Background: an optimization exercise with open tools, aiming at small area and a short achievable clock period. Do not read the settings as production practice. Where RTL was checked, it was by simulation tests only, not by an equivalence proof against the original. Power is estimated from default activity; no workload was simulated.

Setup of v39:
Design CORE, start of the top module:
module CORE #(
    parameter DATA_WIDTH = 8
)
(
    input wire i_CLK,
    input wire i_RSTn,
    input wire [31:0] i_instr,
    input wire i_valid,
    input wire i_ready1,
    output reg o_ready,
    output wire [DATA_WIDTH-1:0] o_data1,
    output wire o_valid1
);
    wire [1:0] op  = i_instr[31:30];
    wire [4:0] rd  = i_instr[29:25];
    wire [4:0] rs0 = i_instr[24:20];
    wire [4:0] rs1 = i_instr[19:15];
    reg       alu_valid;         
    reg [4:0] pend_dest;         
    reg [1:0] alu_oper;
    reg [4:0] wb_dest;
    reg       last_alu_valid;
    reg       st_show;           
    reg       st_hold;           
    wire hazard = alu_valid && (pend_dest != 5'd0) &&
                  ((rs0 == pend_dest) || (rs1 == pend_dest));
    wire alu_ready = !st_hold;
    wire load = !st_show || (!st_hold && i_ready1);
    wire wen  = st_show && i_ready1;
    assign o_valid1 = st_show;
    always @(posedge i_CLK) begin
        pend_dest <= rd;
        alu_oper  <= op;
    end
    always @(posedge i_CLK)
        if (alu_valid && alu_ready)
            wb_dest <= pend_dest;
    always @(posedge i_CLK or negedge i_RSTn)
        if (!i_RSTn) begin
            o_ready        <= 1'b0;
            alu_valid      <= 1'b0;
            last_alu_valid <= 1'b0;
  ...
Size: ~980 cells after synthesis, about 46 I/O pins, roughly 13000 sq um of cells after synthesis.
export LEC_CHECK = 0
export CAP_MARGIN = 20
export CORE_MARGIN = 2
export CORE_UTILIZATION = 40
export CTS_BUF_LIST = sky130_fd_sc_hd__clkbuf_16
export CTS_CLUSTER_DIAMETER = 100
export CTS_CLUSTER_SIZE = 30
export SETUP_SLACK_MARGIN = 3.8
export SLEW_MARGIN = 20
export SYNTH_HIERARCHICAL = 1
create_clock -name core_clock -period 7.5 [get_ports {i_CLK}]
run.sh (not shown) runs the stock make flow with config.mk's settings and CLKGATE_MAP_FILE= SYNTH_SCRIPT=/design/flow/synth_recipe.tcl, a recipe that flattens the netlist after the stock synthesis.
v39 finished end to end and its layout was clean on timing, DRC and antenna.
Inputs modified between v39 and v1:
# v39
export LEC_CHECK = 0
export CAP_MARGIN = 20
export CORE_MARGIN = 2
export CORE_UTILIZATION = 40
export CTS_BUF_LIST = sky130_fd_sc_hd__clkbuf_16
export CTS_CLUSTER_DIAMETER = 100
export CTS_CLUSTER_SIZE = 30
export SETUP_SLACK_MARGIN = 3.8
export SLEW_MARGIN = 20
export SYNTH_HIERARCHICAL = 1
create_clock -name core_clock -period 7.5 [get_ports {i_CLK}]
# v1
export LEC_CHECK = 0
export CAP_MARGIN = 20
export CORE_MARGIN = 2
export CORE_UTILIZATION = 40
export SETUP_SLACK_MARGIN = 0.3
export SLEW_MARGIN = 20
export SYNTH_HIERARCHICAL = 1
create_clock -name core_clock -period 7.5 [get_ports {i_CLK}]
==> notes.md <==
Share of the clock period used by the worst path after layout: lower on v39. Count of clock-buffer cells in the layout delta for v1 relative to v39: 21 higher. The cell area in v1 sits 15% below the value recorded for v39. Across both runs, final critical-path required period was higher for v1 than for v39. v39 -> v1: routed length per instance decreased by a few percent.
Relative to v1, the following input files were edited for v55:
# v1
export LEC_CHECK = 0
export CAP_MARGIN = 20
export CORE_MARGIN = 2
export CORE_UTILIZATION = 40
export SETUP_SLACK_MARGIN = 0.3
export SLEW_MARGIN = 20
export SYNTH_HIERARCHICAL = 1
create_clock -name core_clock -period 7.5 [get_ports {i_CLK}]
# v55
export LEC_CHECK = 0
export CAP_MARGIN = 20
export CORE_MARGIN = 2
export CORE_UTILIZATION = 40
export CTS_BUF_LIST = sky130_fd_sc_hd__clkbuf_16
export CTS_CLUSTER_DIAMETER = 100
export CTS_CLUSTER_SIZE = 30
export SETUP_SLACK_MARGIN = 3.8
export SLEW_MARGIN = 20
export SYNTH_HIERARCHICAL = 1
export TNS_END_PERCENT = 20
create_clock -name core_clock -period 7.5 [get_ports {i_CLK}]
Power, v55 and v1, lower one = v55. Diff v1 -> v55: global-route usage grew by 0.48 points, cell count has increased, highest attainable clock frequency shows an increase of 36%. The relative contribution of combinational cells to total power of v55 is higher than that of v1. Diff v1 -> v55: met2 routing resource usage after global routing went down by 1.6 points, met1 usage in global routing went up by 1.6 points, sequential share of layout area went down by 6.3 points, via count of the first global-routing pass went up by 440.
[inputs] v41 vs v55
# v55
export LEC_CHECK = 0
export CAP_MARGIN = 20
export CORE_MARGIN = 2
export CORE_UTILIZATION = 40
export CTS_BUF_LIST = sky130_fd_sc_hd__clkbuf_16
export CTS_CLUSTER_DIAMETER = 100
export CTS_CLUSTER_SIZE = 30
export SETUP_SLACK_MARGIN = 3.8
export SLEW_MARGIN = 20
export SYNTH_HIERARCHICAL = 1
export TNS_END_PERCENT = 20
create_clock -name core_clock -period 7.5 [get_ports {i_CLK}]
# v41
export LEC_CHECK = 0
export CAP_MARGIN = 20
export CORE_MARGIN = 2
export CORE_UTILIZATION = 60
export SETUP_SLACK_MARGIN = 3.8
export SLEW_MARGIN = 20
export SYNTH_HIERARCHICAL = 1
create_clock -name core_clock -period 7.5 [get_ports {i_CLK}]
--- outcome ---
The final reports for v41 and v55 show combined global-route utilization of all metal layers higher in the former. The final reports for v41 and v55 show HPWL after detailed placement higher in the former. Cmp v55 and v41 / total placed instance area / higher: v41. Re first-pass detailed-route iteration total: no difference whatsoever between v41 and v55. Diff v55 -> v41 | total power | up by more than 10%. Min count of clock buffers in the final design across v55 and v41: v55. Diff v41..v55 | synthesized netlist cell count | unchanged. v41 vs v55 — biggest fanout along the worst timing path dropped 2. Against v55, v41 reports a minimum period implied by the final worst setup slack that is higher.
No run of this note included a check of the RTL's function; only the layout flow was run.

========
## fjord
CORE, a different RTL version from the one above (not shown whole).
Size in the first run: roughly 950 cells after synthesis, ~280 flip-flops, ~46 I/O pins, ~13000 um^2 of cells after synthesis.
clock: 7.5 ns
lec_check: 0
cap_margin: 20
core_margin: 2
core_utilization: 40
setup_slack_margin: 4.2
slew_margin: 20
synth_hierarchical: 1
Input-level comparison between xenon and fjord:
- changing SETUP_SLACK_MARGIN from 4.2 to 0.3
### Flow results
- Between fjord and xenon, worst path arrival time increased.
- Against fjord, xenon comes in 14 points lower on combinational cell fraction of total power.
- The critical path endpoint comes out o_data1[1] in one run and o_data1[2] in the other, namely in fjord and xenon respectively.
- Of the two candidates, fjord has the better setup slack and xenon the worse one.
No run of this note included a check of the RTL's function; only the layout flow was run.

========
## exp/tundra
CORE, a different RTL version from the one above (not shown whole).
Size: roughly 1200 cells after synthesis, ~13000 µm² of cells after synthesis.
==> flow/config.mk <==
export PLATFORM = sky130hd
export DESIGN_NAME = CORE
export DESIGN_NICKNAME = CORE
export VERILOG_FILES = /design/flow/design.v
export SDC_FILE = /design/flow/constraint.sdc
export NUM_CORES = 4
export LEC_CHECK = 0
export CAP_MARGIN = 20
export CORE_MARGIN = 2
export CORE_UTILIZATION = 40
export CTS_BUF_LIST = sky130_fd_sc_hd__clkbuf_16
export CTS_CLUSTER_DIAMETER = 100
export CTS_CLUSTER_SIZE = 24
export GPL_ROUTABILITY_DRIVEN = 0
export PLACE_DENSITY = 0.85
export SETUP_SLACK_MARGIN = 3.8
export SLEW_MARGIN = 20
export SYNTH_HIERARCHICAL = 1
export TNS_END_PERCENT = 100
==> flow/constraint.sdc <==
create_clock -name core_clock -period 7.5 [get_ports {i_CLK}]
set_input_delay 1.5000 -clock core_clock [delete_from_list [all_inputs] [get_ports {i_CLK}]]
set_output_delay 1.5000 -clock core_clock [all_outputs]
set_load 0.01 [all_outputs]
standard.sh (not shown) runs the stock make flow with config.mk's settings and CLKGATE_MAP_FILE= SYNTH_SCRIPT=/design/flow/synth_recipe.tcl, a recipe that flattens the netlist after the stock synthesis.
==> flow/flow/run.sh <==
#!/bin/bash
# The standard layout, except that the input and output port buffers are
# sky130_fd_sc_hd__buf_2 cells (buffer_ports otherwise picks a slow delay cell);
# timing repair resizes them like any other cell.
set -euo pipefail
export BUFFER_PORTS_ARGS="-buffer_cell sky130_fd_sc_hd__buf_2"
bash standard.sh > standard.log 2>&1
#### Input delta (exp/quartz over exp/tundra)
- GPL_ROUTABILITY_DRIVEN: 0 -> unset
- CORE_UTILIZATION: 40 -> 55
[summary]
Summary of exp/quartz over exp/tundra: fraction of met2 tracks used by global routing now larger, post-route worst setup slack climbed 0.088 ns.
On worst vdd rail ir drop, exp/quartz does worse than exp/tundra.
Time the final worst path needs with I/O delays and setup is higher on exp/tundra
Between exp/quartz and exp/tundra, number of buffers and inverters on the critical path is higher for exp/quartz, exp/tundra comes in under that.
Compared with exp/tundra, exp/quartz shows count of nets after finishing lower by 5.
Between exp/quartz and exp/tundra, proportion of cell area occupied by registers is lower for exp/tundra, exp/quartz comes in above that.
Input-level comparison between exp/cedar and exp/quartz:
- CORE_UTILIZATION changed from 55 to 40
==> notes.md <==
Comparing detailed-route wire length on metal 1 for exp/quartz and exp/cedar, the smaller number came from exp/quartz.
exp/cedar ended with more weighted congestion reported at the end of routability-driven placement than exp/quartz.
exp/cedar — floorplan row count about 18% higher, exp/quartz as reference
exp/cedar vs exp/quartz: met2 capacity usage during global routing down
Comparing exp/quartz and exp/cedar, the higher utilization is on exp/quartz.
### exp/cedar -> exp/onyx
- SETUP_SLACK_MARGIN now 3.95, was 3.8
### Flow results
- exp/onyx completed; timing, DRC and antenna clean
- exp/onyx vs exp/cedar: power up in exp/onyx
- Fraction of power spent switching nets delta (exp/cedar -> exp/onyx): insignificant
- A worst-path cell with the longest stage delay of dfxtp_4 is what exp/onyx shows, while nor3b_4 belongs to exp/cedar.
- Cell-internal power delta (exp/onyx − exp/cedar): unfavourable
- exp/cedar -> exp/onyx: routed wirelength normalized by instance count flat
- Of exp/cedar and exp/onyx, the lower final critical-path setup slack belongs to exp/cedar.
- Run comparison: exp/cedar startpoint of the most critical setup path i_instr[19]; exp/onyx startpoint of the most critical setup path res_y[5]

========
Another version of the RTL of CORE (not shown whole).
For scale: roughly 1,200 cells after synthesis, roughly 46 I/O pins, ~13,000 um2 of cells after synthesis.
clock: 7.5 ns
lec_check: 0
cap_margin: 20
core_margin: 2
core_utilization: 40
cts_buf_list: sky130_fd_sc_hd__clkbuf_16
cts_cluster_diameter: 100
cts_cluster_size: 24
place_density: 0.85
setup_slack_margin: 3.8
slew_margin: 20
synth_hierarchical: 1
tns_end_percent: 5
Scripts as last shown in full above: flow/flow/run.sh
The baseline passed the timing, DRC and antenna checks.
Next try:
PLACE_DENSITY = not set   (was 0.85)
TNS_END_PERCENT = 100   (was 5)
- utilization increases by 0.87 points
- synthesized area stays the same
- routed wire length goes up by about 2.6%
- worst setup slack gains 0.037 ns
- global-route usage grows by 0.91 points
- synthesized cell count is unchanged
Next try:
PLACE_DENSITY = 0.92   (was not set)
=> Sequential share of layout area grows by 0.71 points. Synthesized cell count is unchanged. Cell area shrinks by 1.2%.
Next try:
PLACE_DENSITY = 0.85   (was 0.92)
SETUP_SLACK_MARGIN = 3.95   (was 3.8)
What happened: Core utilization grows by 1.3 points; setup slack is better by 0.096 ns; cell count rises by 1.1%; via count drops by about 0.36%; clock skew grows by 0.019 ns; hold slack improved by 0.015 ns.
Next try:
SETUP_SLACK_MARGIN = 3.8   (was 3.95)
Result:
- total power went down by a few percent
- clock skew stays flat
- clock-buffer cell count does not change
- register-to-register slack degrades by 0.02 ns
- via count went down by a few percent
- routed wire length went down slightly

========
The RTL this note starts from:
==> flow/design.v <==
module O22AI (
    input  wire a1, a2, b1, b2,
    output wire y
);
    assign y = ~((a1 | a2) & (b1 | b2));
endmodule
module NOR2 (
    input  wire a, b,
    output wire y
);
    assign y = ~(a | b);
endmodule
module OR16 (
    input  wire [15:0] x,
    output wire        y
);
    assign y = |x;
endmodule
module DEC5N (
    input  wire [4:0]  a,
    output wire [31:1] n
);
    genvar k;
    generate
        for (k = 1; k < 32; k = k + 1) begin : g_dec
            assign n[k] = (a != k);
        end
    endgenerate
endmodule
module XOR2 (
    input  wire a, b,
    output wire y
);
    assign y = a ^ b;
endmodule
module PC4 (
    input  wire [3:0] x,
    output wire [2:0] c
);
    wire h0, k0, h1, k1, hk;
    XOR2 u_h (.a(x[0]), .b(x[1]), .y(h0));
    XOR2 u_k (.a(x[2]), .b(x[3]), .y(k0));
    assign h1 = x[0] & x[1];
    assign k1 = x[2] & x[3];
    XOR2 u_c0 (.a(h0), .b(k0), .y(c[0]));
    XOR2 u_hk (.a(h1), .b(k1), .y(hk));
    assign c[1] = hk | (h0 & k0);
    assign c[2] = h1 & k1;
endmodule
module PC8 (
    input  wire [7:0] x,
    output wire [3:0] c
);
    wire [2:0] u, v;
    PC4 u_lo (.x(x[3:0]), .c(u));
    PC4 u_hi (.x(x[7:4]), .c(v));
    wire c1 = u[0] & v[0];
    wire uv1;
    XOR2 u_0 (.a(u[0]), .b(v[0]), .y(c[0]));
    XOR2 u_1 (.a(u[1]), .b(v[1]), .y(uv1));
    XOR2 u_2 (.a(uv1), .b(c1), .y(c[1]));
    wire c2 = (u[1] & v[1]) | ((u[1] | v[1]) & c1);
    assign c[2] = (u[2] ^ v[2]) | c2;
    assign c[3] = u[2] & v[2];
endmodule
module CARRY8 (
    input  wire [7:0] g,
    input  wire [7:0] t,
    input  wire       cin,
    output wire [7:0] o_c
);
    wire [7:0] g0 = {g[7:1], g[0] | (t[0] & cin)};
    wire [7:0] g1, p1, g2, p2, g3;
    genvar i;
    generate
        for (i = 0; i < 8; i = i + 1) begin : g_ks
            if (i >= 1) begin : l1
                assign g1[i] = g0[i] | (t[i] & g0[i-1]);
                assign p1[i] = t[i] & t[i-1];
            end else begin : l1n
                assign g1[i] = g0[i];
                assign p1[i] = t[i];
            end
            if (i >= 2) begin : l2
                assign g2[i] = g1[i] | (p1[i] & g1[i-2]);
                assign p2[i] = p1[i] & p1[i-2];
            end else begin : l2n
                assign g2[i] = g1[i];
                assign p2[i] = p1[i];
            end
            if (i >= 4) begin : l3
                assign g3[i] = g2[i] | (p2[i] & g2[i-4]);
            end else begin : l3n
                assign g3[i] = g2[i];
            end
        end
    endgenerate
    assign o_c = {g3[6:0], cin};
endmodule
module ALU_PRE (
    input  wire [1:0] i_op,
    input  wire [7:0] i_a,
    input  wire [7:0] i_b,
    output wire [7:0] o_x,
    output wire [7:0] o_y
);
    wire sub   = (i_op == 2'b01);
    wire andop = (i_op == 2'b10);
    wire cntop = (i_op == 2'b11);
    wire asop  = !i_op[1];
    wire [7:0] bb, p, c;
    wire [3:0] ca, cb;
    genvar i;
    generate
        for (i = 0; i < 8; i = i + 1) begin : g_bit
            XOR2 u_bb (.a(i_b[i]), .b(sub), .y(bb[i]));
            XOR2 u_p  (.a(i_a[i]), .b(bb[i]), .y(p[i]));
        end
    endgenerate
    wire [7:0] g = i_a & bb;
    wire [7:0] t = i_a | bb;
    CARRY8 u_carry (.g(g), .t(t), .cin(sub), .o_c(c));
    PC8 u_ca (.x(i_a), .c(ca));
    PC8 u_cb (.x(i_b), .c(cb));
    assign o_x = ({8{cntop}} & {4'd0, ca}) | ({8{andop}} & g) | ({8{asop}} & p);
    assign o_y = ({8{cntop}} & {4'd0, cb}) | ({8{asop}} & c);
endmodule
module ALU_POST (
    input  wire       i_cnt,
    input  wire [7:0] i_x,
    input  wire [7:0] i_y,
    output wire [7:0] o_r
);
    wire [3:0] gg = i_x[3:0] & i_y[3:0];
    wire [3:0] tt = i_x[3:0] | i_y[3:0];
    wire [4:1] c;
    assign c[1] = i_cnt & gg[0];
    assign c[2] = i_cnt & (gg[1] | (tt[1] & gg[0]));
    assign c[3] = i_cnt & (gg[2] | (tt[2] & gg[1]) | (tt[2] & tt[1] & gg[0]));
    assign c[4] = i_cnt & gg[3];
    wire [7:0] pp;
    wire [4:1] s;
    genvar i;
    generate
        for (i = 0; i < 8; i = i + 1) begin : g_pp
            XOR2 u_pp (.a(i_x[i]), .b(i_y[i]), .y(pp[i]));
        end
        for (i = 1; i < 5; i = i + 1) begin : g_s
            XOR2 u_s (.a(pp[i]), .b(c[i]), .y(s[i]));
        end
    endgenerate
    assign o_r = {pp[7:5], s[4:1], pp[0]};
endmodule
module RDBIT (
    input  wire [31:1] nsel,
    input  wire [31:1] nd,
    output wire        y
);
    wire [15:0] t;
    genvar k;
    generate
        for (k = 0; k < 15; k = k + 1) begin : g_pair
            O22AI u_p (.a1(nsel[2*k+1]), .a2(nd[2*k+1]),
                       .b1(nsel[2*k+2]), .b2(nd[2*k+2]), .y(t[k]));
        end
    endgenerate
    NOR2 u_last (.a(nsel[31]), .b(nd[31]), .y(t[15]));
    OR16 u_or (.x(t), .y(y));
endmodule
module RDPORT (
    input  wire [4:0]   i_addr,
    input  wire [247:0] i_nd,       
    output wire [7:0]   o_data
);
    wire [31:1] nsel;
    DEC5N u_dec (.a(i_addr), .n(nsel));
    genvar b, k;
    generate
        for (b = 0; b < 8; b = b + 1) begin : g_bit
            wire [31:1] col;
            for (k = 1; k < 32; k = k + 1) begin : g_col
                assign col[k] = i_nd[8*(k-1)+b];
            end
            RDBIT u_bit (.nsel(nsel), .nd(col), .y(o_data[b]));
        end
    endgenerate
endmodule
module CORE #(
    parameter DATA_WIDTH = 8
)
(
    input wire i_CLK,
    input wire i_RSTn,
    input wire [31:0] i_instr,
    input wire i_valid,
    input wire i_ready1,
    output reg o_ready,
    output wire [DATA_WIDTH-1:0] o_data1,
    output wire o_valid1
);
    wire [1:0] op  = i_instr[31:30];
    wire [4:0] rd  = i_instr[29:25];
    wire [4:0] rs0 = i_instr[24:20];
    wire [4:0] rs1 = i_instr[19:15];
    reg       alu_valid;         
    reg [4:0] pend_dest;         
    reg [1:0] alu_oper;
    reg [4:0] wb_dest;
    reg       last_alu_valid;
    reg       st_show;           
    reg       st_hold;           
    wire hazard = alu_valid && (pend_dest != 5'd0) &&
                  ((rs0 == pend_dest) || (rs1 == pend_dest));
    wire alu_ready = !st_hold;
    wire load = !st_show || (!st_hold && i_ready1);
    wire wen  = st_show && i_ready1;
    assign o_valid1 = st_show;
    always @(posedge i_CLK) begin
        pend_dest <= rd;
        alu_oper  <= op;
    end
    always @(posedge i_CLK)
        if (alu_valid && alu_ready)
            wb_dest <= pend_dest;
    always @(posedge i_CLK or negedge i_RSTn)
        if (!i_RSTn) begin
            o_ready        <= 1'b0;
            alu_valid      <= 1'b0;
            last_alu_valid <= 1'b0;
            st_show        <= 1'b0;
            st_hold        <= 1'b0;
        end else begin
            o_ready        <= !hazard;
            alu_valid      <= i_valid && !hazard && alu_ready;
            last_alu_valid <= alu_valid;
            if (!st_show) begin
                st_show <= alu_valid;
            end else if (!st_hold) begin
                if (!i_ready1)
                    st_hold <= 1'b1;
                else if (!alu_valid)
                    st_show <= 1'b0;
            end else if (i_ready1) begin
                st_hold <= 1'b0;
                st_show <= last_alu_valid;
            end
        end
    reg  [247:0] rfn;            
    wire [7:0]   rd0, rd1;
    wire         rst = !i_RSTn;
    genvar k;
    generate
        for (k = 1; k < 32; k = k + 1) begin : g_row
            localparam [7:0] INIT = (k == 1) ? 8'd10 : (k == 2) ? 8'd5 : 8'd0;
            wire we = rst || (wen && wb_dest == k);
            always @(posedge i_CLK)
                if (we)
                    rfn[8*(k-1) +: 8] <= rst ? ~INIT : ~o_data1;
        end
    endgenerate
    RDPORT u_rd0 (.i_addr(rs0), .i_nd(rfn), .o_data(rd0));
    RDPORT u_rd1 (.i_addr(rs1), .i_nd(rfn), .o_data(rd1));
    wire [7:0] pre_x, pre_y;
    ALU_PRE u_pre (.i_op(alu_oper), .i_a(rd0), .i_b(rd1), .o_x(pre_x), .o_y(pre_y));
    reg       res_cnt;
    reg [7:0] res_x, res_y;
    always @(posedge i_CLK)
        if (load) begin
            res_cnt <= (alu_oper == 2'b11);
            res_x   <= pre_x;
            res_y   <= pre_y;
        end
    ALU_POST u_post (.i_cnt(res_cnt), .i_x(res_x), .i_y(res_y), .o_r(o_data1));
endmodule
export LEC_CHECK = 0
export CAP_MARGIN = 20
export CORE_MARGIN = 2
export CORE_UTILIZATION = 55
export CTS_BUF_LIST = sky130_fd_sc_hd__clkbuf_16
export CTS_CLUSTER_DIAMETER = 100
export CTS_CLUSTER_SIZE = 24
export PLACE_DENSITY = 0.7
export SETUP_SLACK_MARGIN = 3.8
export SLEW_MARGIN = 20
export SYNTH_HIERARCHICAL = 1
export TNS_END_PERCENT = 5
create_clock -name core_clock -period 7.5 [get_ports {i_CLK}]
run.sh (not shown) runs the stock make flow with config.mk's settings and CLKGATE_MAP_FILE= SYNTH_SCRIPT=/design/flow/synth_recipe.tcl, a recipe that flattens the netlist after the stock synthesis.
Stock flow here: none of the scripts above is used.
The first run completed without violations.
Then changed:
Settings changed: CORE_UTILIZATION 55 to 40, CTS_CLUSTER_SIZE 24 to 30, PLACE_DENSITY 0.7 to default, SETUP_SLACK_MARGIN 3.8 to 4.1, TNS_END_PERCENT 5 to default.
Effect: Clock power came out lower by 9.1%. First-iteration DRC count came out lower by 29%. Total power came out higher by 2.6%. Register-to-register slack gets worse by 0.05 ns. Wire length came out higher by 2.2%. Final area came out higher by 7.9%. Die area came out higher by 36%. Critical path depth does not change.
Then changed:
Settings changed: CTS_BUF_LIST sky130_fd_sc_hd__clkbuf_16 to default, CTS_CLUSTER_DIAMETER 100 to default, CTS_CLUSTER_SIZE 30 to default, SETUP_SLACK_MARGIN 4.1 to 4.3.
What happened:
- count of clock-buffer cells in the layout increases by 21
- global-route usage is higher by 1.6 points
- cell area grows by about 6.5%
- worst setup slack loses 0.0069 ns
- sequential cell count stays the same
- non-clock buffer count is higher by 9
- via count climbs by 3.4%
- wire length rose by 6.3%
Then changed:
Settings changed: CTS_BUF_LIST from default to sky130_fd_sc_hd__clkbuf_16, CTS_CLUSTER_DIAMETER from default to 100, CTS_CLUSTER_SIZE from default to 24, SETUP_SLACK_MARGIN 4.3 to 3.8, TNS_END_PERCENT from default to 5.
What happened: The new run went through all stages and came out clean. Clock-buffer cell count is lower by 19. Worst setup slack improved by 0.020 ns. Critical path depth is lower by 1.
Then changed:
Settings changed: CTS_BUF_LIST sky130_fd_sc_hd__clkbuf_16 to sky130_fd_sc_hd__clkbuf_4 sky130_fd_sc_hd__clkbuf_8, CTS_CLUSTER_DIAMETER 100 to default, CTS_CLUSTER_SIZE 24 to default, TNS_END_PERCENT 5 to default.
What happened:
- total power increases by 17%
- die area does not change
- routed wire length increases by 8.8%
- sequential cell count does not change
- maximum frequency increases by 1.4%
- synthesized area stays the same
- cell count increases by 7.6%
- hold slack is about the same
- via count increases by 8.3%
- count of clock-buffer cells in the layout increases by 50
Then changed:
Settings changed: CTS_BUF_LIST sky130_fd_sc_hd__clkbuf_4 sky130_fd_sc_hd__clkbuf_8 to default.
After rerunning:
- final area is higher by about 0.7%
- final cell count is lower by about 1.2%
- register-to-register slack hardly moves
- die area does not change
Function was not checked in any run of this note: the RTL went through the layout flow alone.

## afterwards: timing with drivers on the ports
In the flow no input, the clock included, has a driving cell. The finished layouts below were timed again as built, in two steps. Step 1 sets driving cells, clkbuf_16 on the clock port and buf_2 on the other inputs (assumed; they add their load-dependent delay and slew). Step 2 times the ports against the registers' clock, not the clock port: input delays grow and output delays shrink by t, the midpoint of the rising clock arrivals with the driver on. Slacks: no drivers / after step 1 / after step 2; pairs: no drivers / after step 1.
run	shift t [ns]	setup WS [ns]	latest minus earliest clock arrival (ns)	worst data-port slew with drivers (ns)
v39	0.549	3.648 / 3.625 / 3.076	0.038 / 0.038	0.10
v1	0.608	2.128 / 2.153 / 1.545	0.018 / 0.018	0.06
v55	0.535	3.555 / 3.537 / 3.002	0.022 / 0.022	0.12
v41	0.587	3.365 / 3.268 / 2.681	0.018 / 0.018	0.16
fjord	0.599	1.753 / 1.702 / 2.301	0.010 / 0.009	0.04
xenon	0.599	0.957 / 0.907 / 1.506	0.013 / 0.013	0.04
exp/tundra	0.548	3.741 / 3.766 / 3.218	0.025 / 0.026	0.03
exp/quartz	0.536	3.828 / 3.819 / 3.306	0.018 / 0.019	0.03
exp/cedar	0.532	3.813 / 3.811 / 3.306	0.021 / 0.020	0.04
exp/onyx	0.536	3.851 / 3.802 / 3.420	0.016 / 0.016	0.04
the first run of note 4	0.536	3.811 / 3.826 / 3.301	0.027 / 0.027	0.03
the second run of note 4	0.558	3.848 / 3.797 / 3.323	0.022 / 0.022	0.04
the third run of note 4	0.538	3.793 / 3.751 / 3.277	0.012 / 0.011	0.03
the fourth run of note 4	0.540	3.889 / 3.841 / 3.461	0.030 / 0.030	0.03
the fifth run of note 4	0.540	3.861 / 3.843 / 3.346	0.031 / 0.031	0.03
the first run of note 5	0.545	3.543 / 3.551 / 3.006	0.020 / 0.020	0.06
the second run of note 5	0.540	3.579 / 3.496 / 2.955	0.027 / 0.027	0.13
the third run of note 5	0.605	3.572 / 3.480 / 2.875	0.009 / 0.009	0.17
the fourth run of note 5	0.559	3.592 / 3.576 / 3.017	0.030 / 0.030	0.07
the fifth run of note 5	0.617	3.644 / 3.606 / 2.989	0.014 / 0.014	0.15
the sixth run of note 5	0.616	3.613 / 3.546 / 2.930	0.018 / 0.018	0.13
After both steps every run listed still meets setup and hold. For the third run of note 5, which loses most, drivers alone change the setup slack by -0.092 ns; drivers and shift together by -0.697 ns.
